This design comes from an exercise in tuning for small area on the open sky130 flow, not from production work.
In this exercise RTL edits were held to simulation tests only and were not proved equivalent to the original.
Power figures rest on the tool's default switching activity, not on a simulated workload.

Design uart_core, start of the top module:
module uart_core (
    input  logic        clk,
    input  logic        reset_n,
    input  logic [15:0] divisor,
    input  logic        rx_pin,
    output logic        tx_pin,
    input  logic        tx_wr_en,
    input  logic [7:0]  tx_wr_data,
    output logic        tx_full,
    input  logic        rx_rd_en,
    output logic [7:0]  rx_rd_data,
    output logic        rx_empty,
    output logic        rx_err
);
Size in the first run: ~1,200 cells after synthesis, roughly 330 flip-flops.
make LEC_CHECK=0 ABC_AREA=1 CAP_MARGIN=20 CORE_MARGIN=2 CORE_UTILIZATION=75 CTS_BUF_LIST=sky130_fd_sc_hd__clkbuf_8 CTS_CLUSTER_DIAMETER=50 CTS_CLUSTER_SIZE=18 SLEW_MARGIN=20 finish   # period 10.0 ns
run.sh (not shown) runs the stock make flow with config.mk's settings and CLKGATE_MAP_FILE= SYNTH_SCRIPT=/design/flow/synth_recipe.tcl, a recipe that flattens the netlist after the stock synthesis.
Change:
- CORE_UTILIZATION: 75 -> 60
The new run completed with no timing, DRC or antenna violations.
Hold slack gets worse by 0.011 ns.
Area after synthesis does not change.
Routed wire length decreases by 5.0%.
Clock-buffer cell count goes up by 4.
Global-route usage came out lower by 6.3 points.
Fmax went down by 0.78%.
Clock skew drops by 0.0089 ns.
Clock power came out higher by 4.9%.
Change:
==> flow/flow/run.sh (new file) <==
#!/bin/bash
# Own layout flow: the standard ORFS flow (standard.sh, with the standard
# synthesis unchanged) with three layout choices changed through ORFS's own
# variables and hooks:
#  - port buffers are buf_1 cells (the standard flow picks clkdlybuf4s50_1);
#  - before the placement resizer, combinational cells go to their smallest
#    drive strength (flow/downsize.tcl); repair_design then upsizes only where
#    slew or capacitance need it;
#  - clock tree synthesis inserts no dummy loads and uses clkbuf_4 and clkbuf_8.
# The make output goes to flow_make.log here; ORFS keeps per-step logs in orfs/logs/.
set -euo pipefail
export BUFFER_PORTS_ARGS="-buffer_cell sky130_fd_sc_hd__buf_1"
export PRE_RESIZE_TCL="$PWD/flow/downsize.tcl"
export CTS_ARGS='-sink_clustering_enable -repair_clock_nets -dont_use_dummy_load -buf_list {sky130_fd_sc_hd__clkbuf_4 sky130_fd_sc_hd__clkbuf_8} -sink_clustering_size 24 -sink_clustering_max_diameter 45'
bash standard.sh > flow_make.log 2>&1
==> flow/flow/downsize.tcl (new file) <==
# Downsize every combinational cell to its smallest drive strength; the
# repair_design that follows upsizes again only where slew or capacitance need it.
set db [ord::get_db]
set n 0
foreach inst [[ord::get_db_block] getInsts] {
  set name [[$inst getMaster] getName]
  if {![regexp {^sky130_fd_sc_hd__([a-z0-9]+)_([0-9]+)$} $name -> base drive]} { continue }
  if {[regexp {^(df|edf|sdf|sedf|dl|clk|tap|fill|decap|conb|diode|probe|lpflow)} $base]} { continue }
  foreach d {1 0} {
    if {$d >= $drive} { continue }
    set m [$db findMaster sky130_fd_sc_hd__${base}_$d]
    if {$m ne "NULL"} {
      replace_cell [$inst getName] sky130_fd_sc_hd__${base}_$d
      incr n
      break
    }
  }
}
puts "downsize: $n cells replaced"
==> flow/standard.sh (new file) <==
#!/bin/bash
# synth_recipe.tcl (not shown) runs the flow's synth.tcl, then flattens the netlist and writes it again
# the make line also repeats each setting of config.mk as NAME=value (left out here)
make -C /OpenROAD-flow-scripts/flow DESIGN_CONFIG=/design/flow/config.mk WORK_HOME=/design/flow/orfs CLKGATE_MAP_FILE= SYNTH_SCRIPT=/design/flow/synth_recipe.tcl "${@:-finish}"
- CORE_UTILIZATION: 60 -> 75
removed: flow/run.sh
Effect: Die area came out lower by 19%. Worst setup slack gets better by 0.54 ns. Global-route usage goes up by 5.0 points. Worst hold slack loses 0.024 ns. Cell area decreases by about 6%. Critical path depth is unchanged. Final cell count shrinks by about 5%. Wire length falls by 0.32%. Synthesized area does not change. Total power went down by about 9%.

The RTL this note starts from:
==> flow/design.v <==
`timescale 1ns / 1ps
module tx_fifo (
    input  logic       clk,
    input  logic       reset_n,
    input  logic       wr_en,
    input  logic [7:0] wr_data,
    output logic       full,
    input  logic       rd_en,       
    output logic       empty,
    output logic       head_at0,
    output logic [7:0] head
);
    logic [7:0] ring [0:15];
    logic [4:0] wr_ptr, rd_ptr;
    logic       push;
    assign empty = (wr_ptr == rd_ptr);
    assign full  = (wr_ptr[3:0] == rd_ptr[3:0]) && (wr_ptr[4] != rd_ptr[4]);
    assign push  = wr_en && !full;
    always_ff @(posedge clk or negedge reset_n) begin
        if (!reset_n) begin
            wr_ptr <= '0;
            rd_ptr <= '0;
        end else begin
            wr_ptr <= push  ? wr_ptr : wr_ptr - 5'd1;
            rd_ptr <= rd_en ? rd_ptr : rd_ptr - 5'd1;
        end
    end
    always_ff @(posedge clk) begin
        for (int p = 0; p < 16; p++)
            ring[p] <= (push && wr_ptr[3:0] == 4'(p + 1)) ? wr_data : ring[(p + 1) % 16];
    end
    assign head_at0 = (rd_ptr[3:0] == 4'd0);
    assign head     = ring[0];
endmodule
module rx_fifo (
    input  logic       clk,
    input  logic       reset_n,
    input  logic       wr_en,
    input  logic [7:0] wr_data,
    input  logic       rd_en,
    output logic [7:0] rd_data,
    output logic       empty
);
    logic [7:0] ring [0:15];
    logic [4:0] wr_ptr, rd_ptr;
    logic       pending;
    logic       push, pop, full;
    logic [3:0] last;
    assign empty = (wr_ptr == rd_ptr);
    assign full  = (wr_ptr[3:0] == rd_ptr[3:0]) && (wr_ptr[4] != rd_ptr[4]);
    assign push  = wr_en && !full;
    assign pop   = rd_en && !empty;
    assign last  = wr_ptr[3:0] - 4'd1;
    always_ff @(posedge clk or negedge reset_n) begin
        if (!reset_n) begin
            wr_ptr  <= '0;
            rd_ptr  <= '0;
            pending <= 1'b0;
        end else begin
            wr_ptr  <= push ? wr_ptr : wr_ptr - 5'd1;
            rd_ptr  <= pop  ? rd_ptr : rd_ptr - 5'd1;
            if (push)
                pending <= 1'b1;
            else if (last == 4'd0)
                pending <= 1'b0;
        end
    end
    always_ff @(posedge clk) begin
        for (int p = 0; p < 15; p++)
            ring[p] <= ring[p + 1];
        ring[15] <= (pending && last == 4'd0) ? wr_data : ring[0];
    end
    logic [7:0] ring_out;
    always_comb begin
        ring_out = '0;
        for (int p = 0; p < 16; p++)
            ring_out = ring_out | ({8{rd_ptr[3:0] == p[3:0]}} & ring[p]);
    end
    assign rd_data = (pending && rd_ptr[3:0] == last) ? wr_data : ring_out;
endmodule
`timescale 1ns / 1ps
module baud_gen (
    input  logic        clk,         
    input  logic        reset_n,     
    input  logic [15:0] divisor,
    output logic        tick         
);
    logic [15:0] counter;
    logic [15:0] inc;
    logic [16:0] carry;      
    logic [16:0] ge;         
    assign carry[0] = 1'b1;
    assign ge[0]    = 1'b1;
    for (genvar i = 0; i < 16; i++) begin : g_chain
        assign inc[i]     = counter[i] ^ carry[i];
        assign carry[i+1] = counter[i] & carry[i];
        assign ge[i+1]    = (counter[i] & ~divisor[i]) |
                            ((counter[i] | ~divisor[i]) & ge[i]);
    end
    always_ff @(posedge clk or negedge reset_n) begin
        if (!reset_n) begin
            counter <= '0;
            tick    <= 1'b0;
        end else begin
            counter <= ge[16] ? 16'd0 : inc;
            tick    <= ge[16];
        end
    end
endmodule
`timescale 1ns / 1ps
module uart_tx (
    input  logic       clk,
    input  logic       reset_n,
    input  logic       tick,
    input  logic       tx_start,
    input  logic       load,
    input  logic [7:0] tx_data,
    output logic       tx_pin,
    output logic       tx_done
);
    localparam logic [1:0] IDLE = 2'd0, START = 2'd1, DATA = 2'd2, STOP = 2'd3;
    logic [1:0] state;
    logic [3:0] tick_cnt;
    logic [2:0] bit_cnt;
    logic [2:0] next_idx;
    logic       next_bit;
    logic       first;
    logic       tx_reg;
    logic       last_tick;
    assign last_tick = tick && (tick_cnt == 4'd15);
    assign tx_done   = (state == STOP) && last_tick;
    assign next_idx  = (state == DATA) ? bit_cnt + 3'd1 : 3'd0;
    always_ff @(posedge clk) begin
        if (load)
            next_bit <= tx_data[next_idx];
        first <= last_tick && (state == START || state == DATA);
    end
    always_ff @(posedge clk or negedge reset_n) begin
        if (!reset_n) begin
            state    <= IDLE;
            tick_cnt <= '0;
            bit_cnt  <= '0;
            tx_reg   <= 1'b1;
        end else begin
            case (state)
                IDLE:    tx_reg <= 1'b1;
                START:   tx_reg <= 1'b0;
                DATA:    if (first) tx_reg <= next_bit;
                default: tx_reg <= 1'b1;
            endcase
            if (state != IDLE && tick)
                tick_cnt <= tick_cnt + 4'd1;
            if (state == DATA && last_tick)
                bit_cnt <= bit_cnt + 3'd1;
            if ((state == IDLE && tx_start) ||
                (state != IDLE && last_tick && (state != DATA || bit_cnt == 3'd7)))
                state <= state + 2'd1;
        end
    end
    assign tx_pin = tx_reg;
endmodule
`timescale 1ns / 1ps
module uart_rx (
    input  logic       clk,
    input  logic       reset_n,
    input  logic       tick,
    input  logic       rx_pin,
    output logic       rx_done,
    output logic [7:0] rx_data,
    output logic       rx_err
);
    localparam logic [1:0] IDLE = 2'd0, START = 2'd1, DATA = 2'd2, STOP = 2'd3;
    logic [1:0] state;
    logic [3:0] tick_cnt;
    logic [2:0] bit_cnt;
    logic [7:0] shift_reg;
    logic       last_tick;
    logic rx_sync_0, rx_sync_1;
    always_ff @(posedge clk or negedge reset_n) begin
        if (!reset_n) begin
            rx_sync_0 <= 1'b1;
            rx_sync_1 <= 1'b1;
        end else begin
            rx_sync_0 <= rx_pin;
            rx_sync_1 <= rx_sync_0;
        end
    end
    assign last_tick = tick && (tick_cnt == 4'd15);
    always_ff @(posedge clk) begin
        if (state == IDLE) begin
            tick_cnt <= 4'd8;
            bit_cnt  <= 3'd0;
        end else begin
            if (tick)
                tick_cnt <= tick_cnt + 4'd1;
            if (state == DATA && last_tick)
                bit_cnt <= bit_cnt + 3'd1;
        end
        if (state == DATA && last_tick)
            shift_reg <= {rx_sync_1, shift_reg[7:1]};
    end
    always_ff @(posedge clk or negedge reset_n) begin
        if (!reset_n) begin
            state   <= IDLE;
            rx_done <= 1'b0;
            rx_err  <= 1'b0;
        end else begin
            rx_done <= (state == STOP) && last_tick;
            if ((state == STOP) && last_tick)
                rx_err <= !rx_sync_1;
            case (state)
                IDLE:  if (!rx_sync_1) state <= START;
                START: if (last_tick) state <= rx_sync_1 ? IDLE : DATA;
                DATA:  if (last_tick && bit_cnt == 3'd7) state <= STOP;
                STOP:  if (last_tick) state <= IDLE;
            endcase
        end
    end
    assign rx_data = shift_reg;
endmodule
`timescale 1ns / 1ps
module uart_core (
    input  logic        clk,
    input  logic        reset_n,
    input  logic [15:0] divisor,
    input  logic        rx_pin,
    output logic        tx_pin,
    input  logic        tx_wr_en,
    input  logic [7:0]  tx_wr_data,
    output logic        tx_full,
    input  logic        rx_rd_en,
    output logic [7:0]  rx_rd_data,
    output logic        rx_empty,
    output logic        rx_err
);
    logic       tick;
    logic       tx_fifo_empty;
    logic       tx_head_at0;
    logic [7:0] tx_head;
    logic       tx_core_done;
    logic       rx_core_done;
    logic [7:0] rx_core_data;
    baud_gen u_baud_gen (
        .clk(clk), .reset_n(reset_n), .divisor(divisor), .tick(tick)
    );
    tx_fifo u_tx_fifo (
        .clk(clk), .reset_n(reset_n),
        .wr_en(tx_wr_en), .wr_data(tx_wr_data), .full(tx_full),
        .rd_en(tx_core_done), .empty(tx_fifo_empty),
        .head_at0(tx_head_at0), .head(tx_head)
    );
    uart_tx u_uart_tx (
        .clk(clk), .reset_n(reset_n), .tick(tick),
        .tx_start(!tx_fifo_empty), .load(tx_head_at0), .tx_data(tx_head),
        .tx_pin(tx_pin), .tx_done(tx_core_done)
    );
    uart_rx u_uart_rx (
        .clk(clk), .reset_n(reset_n), .tick(tick), .rx_pin(rx_pin),
        .rx_done(rx_core_done), .rx_data(rx_core_data), .rx_err(rx_err)
    );
    rx_fifo u_rx_fifo (
        .clk(clk), .reset_n(reset_n),
        .wr_en(rx_core_done), .wr_data(rx_core_data),
        .rd_en(rx_rd_en), .rd_data(rx_rd_data), .empty(rx_empty)
    );
endmodule
clock: 10.0 ns
lec_check: 0
abc_area: 1
cap_margin: 20
core_margin: 2
core_utilization: 75
cts_buf_list: sky130_fd_sc_hd__clkbuf_8
cts_cluster_diameter: 50
cts_cluster_size: 18
slew_margin: 20
standard.sh (not shown) runs the stock make flow with config.mk's settings and CLKGATE_MAP_FILE= SYNTH_SCRIPT=/design/flow/synth_recipe.tcl, a recipe that flattens the netlist after the stock synthesis.
==> flow/flow/run.sh <==
#!/bin/bash
# Own layout flow: the standard ORFS flow (standard.sh) with these changes,
# all made through ORFS's own variables and hooks:
#  - synthesis is synth_recipe.tcl with an area-oriented abc mapping script
#    (flow/own_synth.tcl, flow/abc_area_amap.script); the registers are the
#    standard synthesis's;
#  - port buffers are buf_1 cells (the standard flow picks clkdlybuf4s50_1);
#  - before the placement resizer, combinational cells go to their smallest
#    drive strength (flow/downsize.tcl); repair_design then upsizes only where
#    slew or capacitance need it;
#  - clock tree synthesis inserts no dummy loads and uses clkbuf_16 clusters.
# The make output goes to flow_make.log here; ORFS keeps per-step logs in orfs/logs/.
set -euo pipefail
F="$PWD/flow"
export OWN_ABC_SCRIPT="$F/abc_area_amap.script"
export BUFFER_PORTS_ARGS="-buffer_cell sky130_fd_sc_hd__buf_1"
export PRE_RESIZE_TCL="$F/downsize.tcl"
export CTS_ARGS="-sink_clustering_enable -repair_clock_nets -dont_use_dummy_load -buf_list sky130_fd_sc_hd__clkbuf_16 -sink_clustering_size 30 -sink_clustering_max_diameter 60"
grep -q 'SYNTH_SCRIPT=[^ ]*synth_recipe.tcl' standard.sh
sed "s|SYNTH_SCRIPT=[^ ]*synth_recipe.tcl|SYNTH_SCRIPT=$F/own_synth.tcl|" standard.sh > own_standard.sh
bash own_standard.sh > flow_make.log 2>&1
==> flow/flow/abc_area_amap.script <==
strash
dc2
dch -f
amap
topo
==> flow/flow/downsize.tcl <==
# Downsize every combinational cell to its smallest drive strength; the
# repair_design that follows upsizes again only where slew or capacitance need it.
set db [ord::get_db]
set n 0
foreach inst [[ord::get_db_block] getInsts] {
  set name [[$inst getMaster] getName]
  if {![regexp {^sky130_fd_sc_hd__([a-z0-9]+)_([0-9]+)$} $name -> base drive]} { continue }
  if {[regexp {^(df|edf|sdf|sedf|dl|clk|tap|fill|decap|conb|diode|probe|lpflow)} $base]} { continue }
  foreach d {1 0} {
    if {$d >= $drive} { continue }
    set m [$db findMaster sky130_fd_sc_hd__${base}_$d]
    if {$m ne "NULL"} {
      replace_cell [$inst getName] sky130_fd_sc_hd__${base}_$d
      incr n
      break
    }
  }
}
puts "downsize: $n cells replaced"
==> flow/flow/own_synth.tcl <==
# The standard synthesis script (synth_recipe.tcl), unchanged except that
# the technology-mapping abc call runs flow/abc_area_amap.script, an
# area-oriented mapping (amap), in place of ORFS's abc script. Registers are
# mapped before abc, by the same dfflibmap, so they are the standard ones.
proc synth {args} { yosys synth -nofsm -noshare {*}$args }
proc abc {args} {
  set i [lsearch -exact $args -script]
  if { $i >= 0 } {
    set args [lreplace $args [expr { $i + 1 }] [expr { $i + 1 }] $::env(OWN_ABC_SCRIPT)]
  }
  yosys abc {*}$args
}
source $::env(SCRIPTS_DIR)/synth.tcl
# left out here: clear keep_hierarchy, flatten, clean up, hide names made inside functions, write 1_2_yosys.v
The first run ran to the end with no violations.
Rerun with:
==> flow/flow/run.sh (replaced) <==
#!/bin/bash
# Own layout flow: the standard ORFS flow (standard.sh, with the standard
# synthesis unchanged) with three layout choices changed through ORFS's own
# variables and hooks:
#  - port buffers are buf_1 cells (the standard flow picks clkdlybuf4s50_1);
#  - before the placement resizer, combinational cells go to their smallest
#    drive strength (flow/downsize.tcl); repair_design then upsizes only where
#    slew or capacitance need it;
#  - clock tree synthesis inserts no dummy loads and uses clkbuf_8 clusters.
# The make output goes to flow_make.log here; ORFS keeps per-step logs in orfs/logs/.
set -euo pipefail
export BUFFER_PORTS_ARGS="-buffer_cell sky130_fd_sc_hd__buf_1"
export PRE_RESIZE_TCL="$PWD/flow/downsize.tcl"
export CTS_ARGS="-sink_clustering_enable -repair_clock_nets -dont_use_dummy_load -buf_list sky130_fd_sc_hd__clkbuf_8 -sink_clustering_size 18 -sink_clustering_max_diameter 50"
bash standard.sh > flow_make.log 2>&1
removed: flow/flow/abc_area_amap.script
removed: flow/flow/own_synth.tcl
Cell count went up by 8.1%.
First-iteration DRC count went down by 25%.
Total power went up by 0.53%.
Count of clock-buffer cells in the layout went up by 10.
Rerun with:
==> flow/flow/run.sh (replaced) <==
#!/bin/bash
# Own layout flow: the standard ORFS flow (standard.sh, standard synthesis
# unchanged) with three layout choices changed through ORFS's own variables:
#  - port buffers are buf_1 cells (the standard flow picks clkdlybuf4s50_1);
#  - clock tree synthesis inserts no dummy loads and uses clkbuf_8 clusters;
# Each make step's full output goes to flow_make.log here, and ORFS keeps its
# per-step logs under orfs/logs/.
set -euo pipefail
export BUFFER_PORTS_ARGS="-buffer_cell sky130_fd_sc_hd__buf_1"
export CTS_ARGS="-sink_clustering_enable -repair_clock_nets -dont_use_dummy_load -buf_list sky130_fd_sc_hd__clkbuf_8 -sink_clustering_size 18 -sink_clustering_max_diameter 50"
bash standard.sh > flow_make.log 2>&1
removed: flow/flow/downsize.tcl
After rerunning: Cell area rose by 1.7%. Wire length stays flat. Register-to-register slack barely changes. Cell count barely changes. Die area does not change. Clock-buffer cell count stays the same. Worst hold slack stays flat. Global-route usage is about the same. Worst setup slack gains 28 ps. Clock power hardly moves.

[what the ideal ports hide]
In the flow no input, the clock included, has a driving cell. The finished layouts below were timed again as built, in two steps.
Step 1 assumes that a clkbuf_16 drives the clock port and a buf_2 every other input.
Step 2 also shifts input and output timing later by t, the mid clock arrival at the registers, as if the neighbouring blocks saw the same clock.
Three values: no drivers, after step 1, after step 2; two values: the first two.
run | shift t [ns] | setup WS [ns] | worst hold slack (ns) | worst setup path after step 2 | clock arrival spread, ns
the first run of note 1 | 0.599 | 4.640 / 4.603 / 5.202 | 0.354 / 0.354 / 0.354 | register to output | 0.030 / 0.030
the second run of note 1 | 0.639 | 4.598 / 4.557 / 5.196 | 0.343 / 0.343 / 0.343 | register to output | 0.022 / 0.022
the third run of note 1 | 0.577 | 5.137 / 5.102 / 5.679 | 0.319 / 0.319 / 0.319 | register to output | 0.063 / 0.062
the first run of note 2 | 0.518 | 4.551 / 4.510 / 4.976 | 0.322 / 0.322 / 0.322 | input to register | 0.059 / 0.059
the second run of note 2 | 0.572 | 5.141 / 5.105 / 5.677 | 0.330 / 0.330 / 0.330 | register to output | 0.048 / 0.048
the third run of note 2 | 0.577 | 5.168 / 5.132 / 5.709 | 0.333 / 0.333 / 0.333 | register to output | 0.033 / 0.034
After both steps setup and hold are still met in every run listed.
